Background: an optimization exercise with open tools, aiming at small area and a short achievable clock period. Do not read the settings as production practice.
Function was checked by simulation only, so behaviour that the tests miss may differ from the original.
Power is estimated from default activity; no workload was simulated.

==> flow/design.v <==
`timescale 1ns / 1ps
module half_adder(
    output logic sum,
    output logic carry,
    input logic inp1,
    input logic inp2
    );
    assign sum = inp1^inp2;
    assign carry = inp1 & inp2;
endmodule
`timescale 1ns / 1ps
module full_adder_one_bit(
    output logic sum,
    output logic carry,
    input logic inp0,
    input logic inp1,
    input logic cin
    );
    logic sumToSecond, carryToXor0,carryToXor1;
    half_adder u0(.sum(sumToSecond), .carry(carryToXor0),.inp1(inp0), .inp2(inp1));
    half_adder u1(.sum(sum), .carry(carryToXor1), .inp1(sumToSecond), .inp2(cin));
    assign carry = carryToXor0 | carryToXor1;
endmodule
`timescale 1ns / 1ps
module full_adder_four_bit(
    output logic [3:0] sum,
    output logic carry,
    input logic [3:0] inp0,
    input logic [3:0] inp1,
    input logic cin
    );
    logic carry0, carry1, carry2;
    full_adder_one_bit u0(.sum(sum[0]), .carry(carry0), .inp0(inp0[0]), .inp1(inp1[0]), .cin(cin));
    full_adder_one_bit u1(.sum(sum[1]), .carry(carry1), .inp0(inp0[1]), .inp1(inp1[1]), .cin(carry0));
    full_adder_one_bit u2(.sum(sum[2]), .carry(carry2), .inp0(inp0[2]), .inp1(inp1[2]), .cin(carry1));
    full_adder_one_bit u3(.sum(sum[3]), .carry(carry), .inp0(inp0[3]), .inp1(inp1[3]), .cin(carry2));
endmodule
`timescale 1ns / 1ps
module full_adder_sixteen_bit(
    output logic [15:0] sum,
    output logic carry,
    input logic [15:0] inp0,
    input logic [15:0] inp1,
    input logic cin
    );
    logic carry0, carry1, carry2;
    full_adder_four_bit u0(.sum(sum[3:0]), .carry(carry0), .inp0(inp0[3:0]), .inp1(inp1[3:0]), .cin(cin));
    full_adder_four_bit u1(.sum(sum[7:4]), .carry(carry1), .inp0(inp0[7:4]), .inp1(inp1[7:4]), .cin(carry0));
    full_adder_four_bit u2(.sum(sum[11:8]), .carry(carry2), .inp0(inp0[11:8]), .inp1(inp1[11:8]), .cin(carry1));
    full_adder_four_bit u3(.sum(sum[15:12]), .carry(carry), .inp0(inp0[15:12]), .inp1(inp1[15:12]), .cin(carry2));
endmodule
`timescale 1ns / 1ps
module full_adder_thirtytwo_bit(
    output logic [31:0] sum,
    output logic carry,
    input logic [31:0] inp0,
    input logic [31:0] inp1,
    input logic sign,
    input logic cin
    );
    logic carry0;
    full_adder_sixteen_bit u0(.sum(sum[15:0]), .carry(carry0), .inp0(inp0[15:0]), .inp1(inp1[15:0]), .cin(cin));
    full_adder_sixteen_bit u1(.sum(sum[31:16]), .carry(carry), .inp0(inp0[31:16]), .inp1(inp1[31:16]), .cin(carry0));
endmodule
`timescale 1ns / 1ps
module and_thirtytwo_bit(
    output logic [31:0] result,
    input logic [31:0] inpA,
    input logic [31:0] inpB
    );
    always @* begin
        for(integer i=0; i<32; i++) begin
            if(inpA[i]==1 && inpB[i]==1) result[i]=1;
            else result[i]=0;
        end
    end
endmodule
`timescale 1ns / 1ps
module or_thirtytwo_bit(
    output logic [31:0] result,
    input logic [31:0] inpA,
    input logic [31:0] inpB
    );
    always @* begin
        for(integer i=0; i<32; i++) begin
            if(inpA[i]==1 || inpB[i]==1) result[i] = 1;
            else result[i] = 0;
        end    
    end
endmodule
`timescale 1ns / 1ps
module xor_thirtytwo_bit(
    output logic [31:0] result,
    input logic [31:0] inpA,
    input logic [31:0] inpB
    );
    always @* begin
        for(integer i=0; i<32; i++) begin
            if(inpA[i]==inpB[i]) result[i]=0;
            else result[i]=1;
        end
    end
endmodule
`timescale 1ns / 1ps
module multiplier(
    output logic [31:0] outMult,
    input logic [31:0] inpMultA,
    input logic [31:0] inpMultB
    );
    logic [63:0] product; 
    logic [5:0] count;
    always @* begin
        product = {32'd0, inpMultB};
        for(count = 6'd0; count < 6'd32; count++) begin
            if(product[0] == 1'b1) begin
                product[63:32] = product[63:32] + inpMultA;
            end
            product = product >>> 1;
        end
        outMult = product[31:0];   
    end 
endmodule
`timescale 1ns / 1ps
module divider(
    output logic [31:0] result,
    input logic [31:0] divisorIn,
    input logic [31:0] dividendIn
    );
    logic [31:0] divisor, dividend;
    logic signDivisor,signDividend;
    logic [63:0] remainder;
    logic [5:0] count;
    always @* begin
        divisor = divisorIn;
        dividend = dividendIn;
        signDivisor = divisor[31];
        signDividend = dividend[31];
        if(signDivisor == 1'b1) divisor[31:0] = ~divisor[31:0] + 1'b1;
        if(signDividend == 1'b1) dividend[31:0] = ~dividend[31:0] + 1'b1;
        remainder = {32'b0, dividend};
        remainder = remainder <<< 1;
        for(count = 6'd0; count < 6'd32; count++) begin
            remainder[63:32] = remainder[63:32] - divisor;
            if(remainder[63] == 1'b0) begin
                remainder = remainder <<< 1;
                remainder[0] = 1'b1;
            end
            else if(remainder[63] == 1'b1) begin
                remainder[63:32] = remainder[63:32] + divisor;
                remainder = remainder <<< 1'b1;
                remainder[0] = 1'b0;
            end
        end
        remainder[63:32] = remainder[63:32] >>> 1;
        if(signDivisor == signDividend) result = remainder[31:0];
        else result = ~remainder[31:0] +1'b1;
    end
endmodule
`timescale 1ns / 1ps
module arithmetic_logic_unit(
    output logic [31:0] aluResult,
    output logic outZero,
    input logic [31:0] inpReadData1,
    input logic [31:0] inpData2,
    input logic [2:0] aluControl
    );
    logic [31:0] outDivide, outAdd, outSub, outMult, outOr, outXor, outAnd, inpData3;
    logic overflow, overflowSub;
    assign inpData3 = ~inpData2 + 1'b1;
    full_adder_thirtytwo_bit u0( .sum(outAdd), .carry(overflow), .inp0(inpReadData1), .inp1(inpData2), .cin(1'b0));
    divider u1(.result(outDivide), .divisorIn(inpData2), .dividendIn(inpReadData1));    
    multiplier u2(.outMult(outMult), .inpMultA(inpReadData1), .inpMultB(inpData2));
    or_thirtytwo_bit u3(.result(outOr), .inpA(inpReadData1), .inpB(inpData2));
    xor_thirtytwo_bit u4(.result(outXor), .inpA(inpReadData1), .inpB(inpData2));
    and_thirtytwo_bit u5(.result(outAnd), .inpA(inpReadData1), .inpB(inpData2));
    full_adder_thirtytwo_bit u6( .sum(outSub), .carry(overflowSub), .inp0(inpReadData1), .inp1(inpData3), .cin(1'b0));
    always @* begin
        outZero <= 1'b0;
        case(aluControl[2:0])
            3'b000: aluResult <= outAdd;
            3'b001: begin
                aluResult <= outSub;
                if(outSub==32'd0)outZero <= 1'b1;                
            end
            3'b010: aluResult <= outMult;
            3'b011: aluResult <= outDivide;
            3'b100: aluResult <= outAnd;
            3'b101: aluResult <= outOr;
            3'b110: aluResult <= outXor;
            default: aluResult <= inpReadData1;  
        endcase    
    end
endmodule
`timescale 1ns / 1ps
module ALU_control(
    output logic [2:0] alu_control_out,
    input logic [5:0] func,
    input logic [1:0] alu_op
    );
    assign alu_control_out[0] = ((alu_op==2'b00 && func===6'b100010)||(alu_op==2'b00 && func===6'b011010)||(alu_op==2'b00 && func===6'b100101)||(alu_op===2'b01)) ? 1'b1:1'b0;
    assign alu_control_out[1] = ((alu_op==2'b00 && func===6'b010010)||(alu_op==2'b00 && func===6'b011010)||(alu_op==2'b00 && func===6'b100110)) ? 1'b1:1'b0;
    assign alu_control_out[2] = ((alu_op==2'b00 && func===6'b101000)||(alu_op===2'b00 && func===6'b100101)||(alu_op===2'b00 && func===6'b100110)||(alu_op===2'b10)) ? 1'b1:1'b0;
endmodule
`timescale 1ns / 1ps
module control(
    output logic regDst,
    output logic aluSrc,
    output logic memToReg,
    output logic regWrite,
    output logic memRead,
    output logic memWrite,
    output logic branch, 
    output logic jump,
    output logic [1:0] aluOp,
    input logic [5:0] instruction
    );
    assign regDst = (instruction == 6'b000000) ? 1:0;
    assign jump = (instruction == 6'b000010)? 1:0;
    assign branch = (instruction == 6'b000100) ? 1:0;
    assign memRead = (instruction == 6'b100011) ? 1:0;
    assign memToReg = (instruction == 6'b100011) ? 1:0;
    assign memWrite = (instruction == 6'b101011) ? 1:0;
    assign aluSrc = ((instruction == 6'b100011)||(instruction==6'b101011)|| instruction==6'b001000) ? 1:0;
    assign regWrite = ((instruction == 6'b000000 ) || (instruction==6'b100011)|| instruction==6'b001000) ? 1:0;
    assign aluOp[0] = ((instruction==6'b100011)||(instruction==6'b101011)||(instruction==6'b000100)|| instruction==6'b001000) ? 1:0;
    assign aluOp[1] = ((instruction==6'b100011)||(instruction==6'b101011)|| instruction==6'b001000 || instruction==6'b000010) ? 1:0;
endmodule
`timescale 1ns / 1ps
module program_counter(
    output logic [31:0] outPC,
    input logic [31:0] inpPC,
    input logic rst,
    input logic clk
    );
    always @(posedge clk or posedge rst) begin
        if(rst) outPC <= 32'b000000;
        else outPC <= inpPC;
    end    
endmodule
`timescale 1ns / 1ps
module register_files(
    output [31:0] read_Data_One,
    output [31:0] read_Data_Two,
    input [31:0] write_Data,
    input [4:0] read_Reg_One_Addr,
    input [4:0] read_Reg_Two_Addr,
    input [4:0] write_Addr,
    input write_Ena,
    input rst,  
    input clk
    );
    logic [31:0] q_regfile [0:31];
    always @(posedge clk or posedge rst) begin
        if(rst) begin
           for(integer i=0; i<32; i++) begin
                q_regfile[i] = 32'd0;
            end 
        end
        else if(write_Ena == 1 && write_Addr!=5'd0) q_regfile[write_Addr] = write_Data;
    end
    assign read_Data_One = q_regfile[read_Reg_One_Addr];
    assign read_Data_Two = q_regfile[read_Reg_Two_Addr];
endmodule
`timescale 1ns / 1ps
module sign_extension(
    output [31:0] sign_Extended_Out,
    input [15:0] inp_Instruction
    );
    assign sign_Extended_Out = (inp_Instruction[15]) ? {16'hFFFF , inp_Instruction} : {16'h0000 , inp_Instruction};
endmodule
`timescale 1ns / 1ps
module shift_register_from_sign_extension(
    output logic [31:0] shiftData,
    input logic [31:0] inpData
    );
    assign shiftData = {inpData[29:0], 2'b00};
endmodule
`timescale 1ns / 1ps
module shift_register_from_instruction_memory(
    output logic [27:0] shiftedOutput,
    input logic [25:0] inpData
    );
    assign shiftedOutput = {inpData[25:0], 2'b00}; 
endmodule
`timescale 1ns / 1ps
module mux_2x1 #(parameter BIT_SIZE=32)(
    output logic [BIT_SIZE-1:0] dataOut,
    input logic [BIT_SIZE-1:0] dataA,
    input logic [BIT_SIZE-1:0] dataB,
    input logic dataSel
    );
    assign dataOut = (dataSel) ? dataB : dataA;
endmodule
`timescale 1ns / 1ps
module and_gate(
    output logic andOut,
    input logic inpBranch,
    input logic inpZero
    );
    assign andOut = (inpBranch * inpZero);
endmodule
`timescale 1ns / 1ps
module top_CPU_Design(
    output logic [31:0] topPCOut, 
    input logic clk, 
    input logic rst,
    input logic [31:0] instr,
    output logic [31:0] dmem_addr,
    output logic [31:0] dmem_wdata,
    output logic dmem_we,
    output logic dmem_re,
    input logic [31:0] dmem_rdata
    );
    logic regDst, jump, branch, memRead, memToReg, memWrite, aluSrc, regWrite, zero, andOut;
    logic [1:0] aluOp;
    logic [2:0] aluCtrlToAlu;
    logic [4:0] muxLRegOut;
    logic [31:0] pcOut; 
    logic [27:0] upperLShift2Out;
    logic [31:0] instrMemOut, regData1Out, regData2Out, signExtendOut, lowerRShift2Out, dataMemReadOut;
    logic [31:0] muxTopR1Out, muxTopR2Out, muxLAluOut, muxRDataMem;
    logic [31:0] aluResultOut, pcAdderOut, jbrAdderOut;
    logic pcAdderCarry, jbrAdderCarry;
    assign instrMemOut = instr;
    assign dataMemReadOut = memRead ? dmem_rdata : 32'b0;
    assign dmem_addr = aluResultOut;
    assign dmem_wdata = regData2Out;
    assign dmem_we = memWrite;
    assign dmem_re = memRead;
    program_counter u0(.outPC(pcOut), .inpPC(muxTopR2Out), .rst(rst), .clk(clk));
    register_files u2(.read_Data_One(regData1Out), .read_Data_Two(regData2Out), .write_Data(muxRDataMem), .read_Reg_One_Addr(instrMemOut[25:21]), .read_Reg_Two_Addr(instrMemOut[20:16]), .write_Addr(muxLRegOut), .write_Ena(regWrite), .rst(rst), .clk(clk));
    control u4(.regDst(regDst), .aluSrc(aluSrc), .memToReg(memToReg), .regWrite(regWrite), .memRead(memRead), .memWrite(memWrite), .branch(branch), .jump(jump), .aluOp(aluOp), .instruction(instrMemOut[31:26]));
    ALU_control u5(.alu_control_out(aluCtrlToAlu), .func(instrMemOut[5:0]), .alu_op(aluOp));
    sign_extension u6(.sign_Extended_Out(signExtendOut), .inp_Instruction(instrMemOut[15:0]));
    shift_register_from_sign_extension u7(.shiftData(lowerRShift2Out), .inpData(signExtendOut));
    shift_register_from_instruction_memory u8(.shiftedOutput(upperLShift2Out), .inpData(instrMemOut[25:0]));  
    mux_2x1 #(.BIT_SIZE(5))u9(.dataOut(muxLRegOut), .dataA(instrMemOut[20:16]), .dataB(instrMemOut[15:11]), .dataSel(regDst));         
    mux_2x1 #(.BIT_SIZE(32)) u10(.dataOut(muxLAluOut), .dataA(regData2Out), .dataB(signExtendOut), .dataSel(aluSrc));     
    mux_2x1 #(.BIT_SIZE(32)) u11(.dataOut(muxRDataMem), .dataA(aluResultOut), .dataB(dataMemReadOut), .dataSel(memToReg));                                                                     
    mux_2x1 #(.BIT_SIZE(32)) u12(.dataOut(muxTopR1Out), .dataA(pcAdderOut), .dataB(jbrAdderOut), .dataSel(andOut));                                                                                           
    mux_2x1 #(.BIT_SIZE(32)) u13(.dataOut(muxTopR2Out), .dataA(muxTopR1Out), .dataB({pcAdderOut[31:28],upperLShift2Out}), .dataSel(jump));
    arithmetic_logic_unit u14(.aluResult(aluResultOut), .outZero(zero), .inpReadData1(regData1Out), .inpData2(muxLAluOut), .aluControl(aluCtrlToAlu));
    full_adder_thirtytwo_bit u15(.sum(pcAdderOut), .carry(pcAdderCarry), .inp0(pcOut), .inp1(32'd4), .sign(1'b0), .cin(1'b0));
    full_adder_thirtytwo_bit u16(.sum(jbrAdderOut), .carry(jbrAdderCarry), .inp0(pcAdderOut), .inp1(lowerRShift2Out), .sign(1'b0), .cin(1'b0));
    and_gate u17(.andOut(andOut), .inpBranch(branch), .inpZero(zero));                                                                                           
 always @* begin
    topPCOut = pcOut;
 end
endmodule
==> flow/run.sh <==
#!/bin/bash
# synth_recipe.tcl (not shown) runs the flow's synth.tcl, then flattens the netlist and writes it again
# the make line also repeats each setting of config.mk as NAME=value (left out here)
make -C /OpenROAD-flow-scripts/flow DESIGN_CONFIG=/design/flow/config.mk WORK_HOME=/design/flow/orfs CLKGATE_MAP_FILE= SYNTH_SCRIPT=/design/flow/synth_recipe.tcl finish
==> flow/config.mk <==
export PLATFORM = sky130hd
export DESIGN_NAME = top_CPU_Design
export DESIGN_NICKNAME = top_CPU_Design
export VERILOG_FILES = /design/flow/design.v
export SDC_FILE = /design/flow/constraint.sdc
export NUM_CORES = 8
export LEC_CHECK = 0
export CAP_MARGIN = 20
export CORE_MARGIN = 2
export CORE_UTILIZATION = 40
export SETUP_SLACK_MARGIN = 5
export SLEW_MARGIN = 20
==> flow/constraint.sdc <==
create_clock -name core_clock -period 360.0 [get_ports {clk}]
set_input_delay 72.0000 -clock core_clock [delete_from_list [all_inputs] [get_ports {clk}]]
set_output_delay 72.0000 -clock core_clock [all_outputs]
set_load 0.01 [all_outputs]
==> notes.md <==
through the flow:
stage / hold slack, ns / std cells / setup WS (ns)
2_1_floorplan: 0.445 / 22382 / 27.63
3_3_place_gp: 0.399 / 27579 / 0.185
3_5_place_dp: 0.391 / 27586 / 2.84
4_1_cts: 0.406 / 27799 / 5.06
5_1_grt: 0.422 / 27904 / 4.33
6_report: 0.409 / 27927 / 24.19
layout by cell type, fill, tap and decap left out, types with 203 or more instances in the layout:
cell type  count
nand2b_1     275
o31ai_1      389
a22o_1       203
o21bai_1     623
mux2_2       413
a22oi_1      376
a21o_1       476
a21boi_0     212
inv_1       1574
buf_4        562
nand3_1      534
o21ai_0     1821
nand2_1     2013
ha_1        2489
xor2_1       411
a21oi_1     2275
nor2_1      1888
xnor2_1     1534
nand4_1      221
dfrtp_1     1054
area by class of cell:
cell class / count / share of cell area
antenna: 27 / 0.000364
sequential: 1054 / 0.142
clock inverter: 62 / 0.00525
multi-input combinational: 18709 / 0.727
timing repair buffer: 785 / 0.0371
tap: 5520 / 0.0372
clock buffer: 149 / 0.0176
inverter: 1621 / 0.0329
registers in the layout, summed over array words and instances (netlist names):
| name | count |
|---|---|
| u0.outPC | 30 |
| u2.q_regfile | 1024 |
metal layers:
metal | vias up | GRT usage
li1 | 79529 | -
met1 | 81894 | 0.423
met2 | 9204 | 0.548
met3 | 2993 | 0.103
met4 | 65 | 0.240
met5 | - | 0.00611
cell families (layout without fill, tap and decap cells):
kind of cell | after synthesis | count (layout) | share of synthesized area
other | 1 | 29 | 0.0000222
XOR/XNOR | 2045 | 2045 | 0.107
multiplexers | 505 | 505 | 0.0331
flip-flops | 1054 | 1054 | 0.156
AND/OR/NAND/NOR | 6087 | 6093 | 0.163
buffers and inverters | 2625 | 2617 | 0.0600
AO/OA/AOI/OAI | 7386 | 7386 | 0.273
adder cells (fa/ha/maj) | 2678 | 2678 | 0.207
repair_timing:
item                       4_1_cts  5_1_grt
setup endpoints to repair       32       32
gates cloned                     0       14
resized for setup               31      405
setup buffers                    2       85
pin swaps                        1       63
==> notes.md <==
* global-route wire length before repair: 1120000 µm
* number of nets with antenna violations after routing: 0
* number of sinks driven by the clock tree: 1054
* number of nets in the final layout: 25031
* Yosys reg bits: 1054
* io pins: 164
* Final Max Tran Viols: 0
* P_leak: 0.0859 µW
* mean post-synth cell area: 7.53 µm²
* vias per cell: 6.22
* area of the core: 420000 µm²
* All-Layer GR Usage: 0.354
* slowest cell on the critical path: clkdlybuf4s50_1
* critical path launch point type: input pin
* proportion of power drawn by combinational gates: 1.000
* launch point of the worst path: instr[19]
* count of cell types in the netlist: 124
* sum of internal, switching and leakage power: 1570000 µW
* routed length on met3: 84600 µm
* Critical R2R Launch: u2.q_regfile[21][5]
* area taken by flip-flops and latches: 26400 µm²
* Hold Path Sink: u2.q_regfile[0][20]
* area growth from synthesis to layout: 9.99%
* synthesized netlist cell count: 22381
* share of flip-flops with an asynchronous set or reset: 1.00
* VDD IR-drop max: 0.0105 V
* unrepaired setup endpoints after global routing: false
* hold path start: u2.q_regfile[0][20]
* Fmax achieved: 0.00298 GHz
* start-to-end type of the worst setup path: input pin to output port
* Data arrival, critical path: 263.81 ns
* tightest slew margin relative to the limit: 0.113
* R2R cell count: 1102
* final critical delay including setup and external delays: 335.81 ns
* number of buffer and inverter instances along the worst setup path: 38
* clock network power share: 0
* CTS hold repair buffers: 0
* combined area of all synthesized cells: 169000 µm²
* leading power group: combinational logic
* power density relative to cell area: 8480 nW/µm²
* post-detailed-placement half-perimeter wirelength: 574000 µm
* Placement Cell Area: 179000 µm²
* crit-path max cell delay: 0.64 ns
* endpoint of the worst setup timing path: dmem_addr[18]
* TritonCTS clock tree: yes
* initial antenna violation count: 66
* global placement routability congestion: 1.05
* share of the cycle needed by the critical path after routing: 0.933
* aggregate negative setup slack: 0 ns
* buffer cell driving the clock tree root: clkbuf_16
* YS warnings: 10
* overflow left after global routing: 0
* Routed met1 length: 303000 µm
* critical path's top delay family: compound AO/OA/AOI/OAI gates
* data required time at the worst endpoint: 288.00 ns
* Worst path most repeated cell: o21ai_0
* leading area contributor after synthesis: ha_1
* maximum clock path buffer count: 3
* sum of routed wire length over all layers: 788000 µm
* transition at the pin with the smallest max-transition slack: 1.33 ns
* type of the most critical hold path: flop to flop
* clock network power consumption: 135 µW
* Commonest cells post-synth: ha_1 (2491), a21oi_1 (2286), nand2_1 (2052), nor2_1 (1974), o21ai_0 (1926)
* via count of the first global-routing pass: 162416
* x dimension of the die: 653 µm
* insertion delay of the later-clocked pin in the worst-skew pair: 0.82 ns
* most common cell in the synthesized netlist: ha_1
* utilization after layout: 0.442
* number of iterations in the first detailed-routing pass: 8
* Internal: 662000 µW
* layout filler cell count: 42488
* part of the total power dissipated in sequential elements: 0
* DIE HEIGHT: 653 µm
* most frequently used flop master after synthesis: dfrtp_1
* number of remaining DRC errors: 0
* Non-Filler Cell Area, Final: 185000 µm²
* Multi-input gate area: 135000 µm²
* Rows: 238
* critical path fanouts, max: 63
* number of port buffers: 161
* combinational power: 1570000 µW
* total of max-cap violations: 0
* dominant cells by area after synthesis: ha_1 (18%), dfrtp_1 (16%), xnor2_1 (8.3%)
* routed via count: 173685
* clock-pin slew on the worst setup and hold paths: 0.07 ns
* capture instance of the worst register-to-register path: u2.q_regfile[8][16]
* proportion of total power due to net switching: 0.579
* layout cell share with drive strength beyond 1: 0.0810
* total length of routed met2 wires: 332000 µm
* Post-synth EDFFs: 0
* Crit. path cell count: 821
* Starting Density: 0.401
* switching power: 909000 µW
* uppermost layer routed: met5
* result of the run: no timing/DRC/antenna violations
* maximum number of pins on one net before global-route repair: 177
* depth of the worst hold-timing path: 0
* floorplan die area: 427000 µm²
* count of final hold-check violations: 0
* final setup violation count: 0
* area fraction of the dominant cell type after synthesis: 0.185
* Critical Path End Type: output port
* detailed router's first-iteration violation count: 19748
* number of H-tree levels: 3
* largest clock skew in the final design: 0.0711 ns
* total clock buffers created by CTS: 116
* post-synthesis sequential area ratio: 0.156
* Flop+latch power: 154 µW
* WL/cell: 28.2 µm
* setup slack of the worst register-to-register path: 168.55 ns

-- what the ideal ports hide --
The results above use ideal ports. As a check the final layout listed here was re-extracted and re-timed, cells and wires unchanged.
Step 1, drivers: a clkbuf_16 drives clk and a buf_2 each remaining input, both assumed.
Step 2 adds t to the input delays and takes it off the output delays; t is the mean of the earliest and latest rising clock arrival at the registers after step 1. Input paths then give back, and output paths get back, about the clock's delay inside the block.
Three values: ideal, step 1, step 2; two values: the first two.
t, ns: 0.865
setup slack, ns: 24.195 / 24.173 / 24.173
worst setup path at the end: input to output
slew at the worst register clock pin (ns): 0.07 / 0.07
pins driven straight from the clock port: 1
After both steps this run still meets setup and hold. The setup slack of this run moves by -0.022 ns with the drivers and by -0.022 ns with both steps.
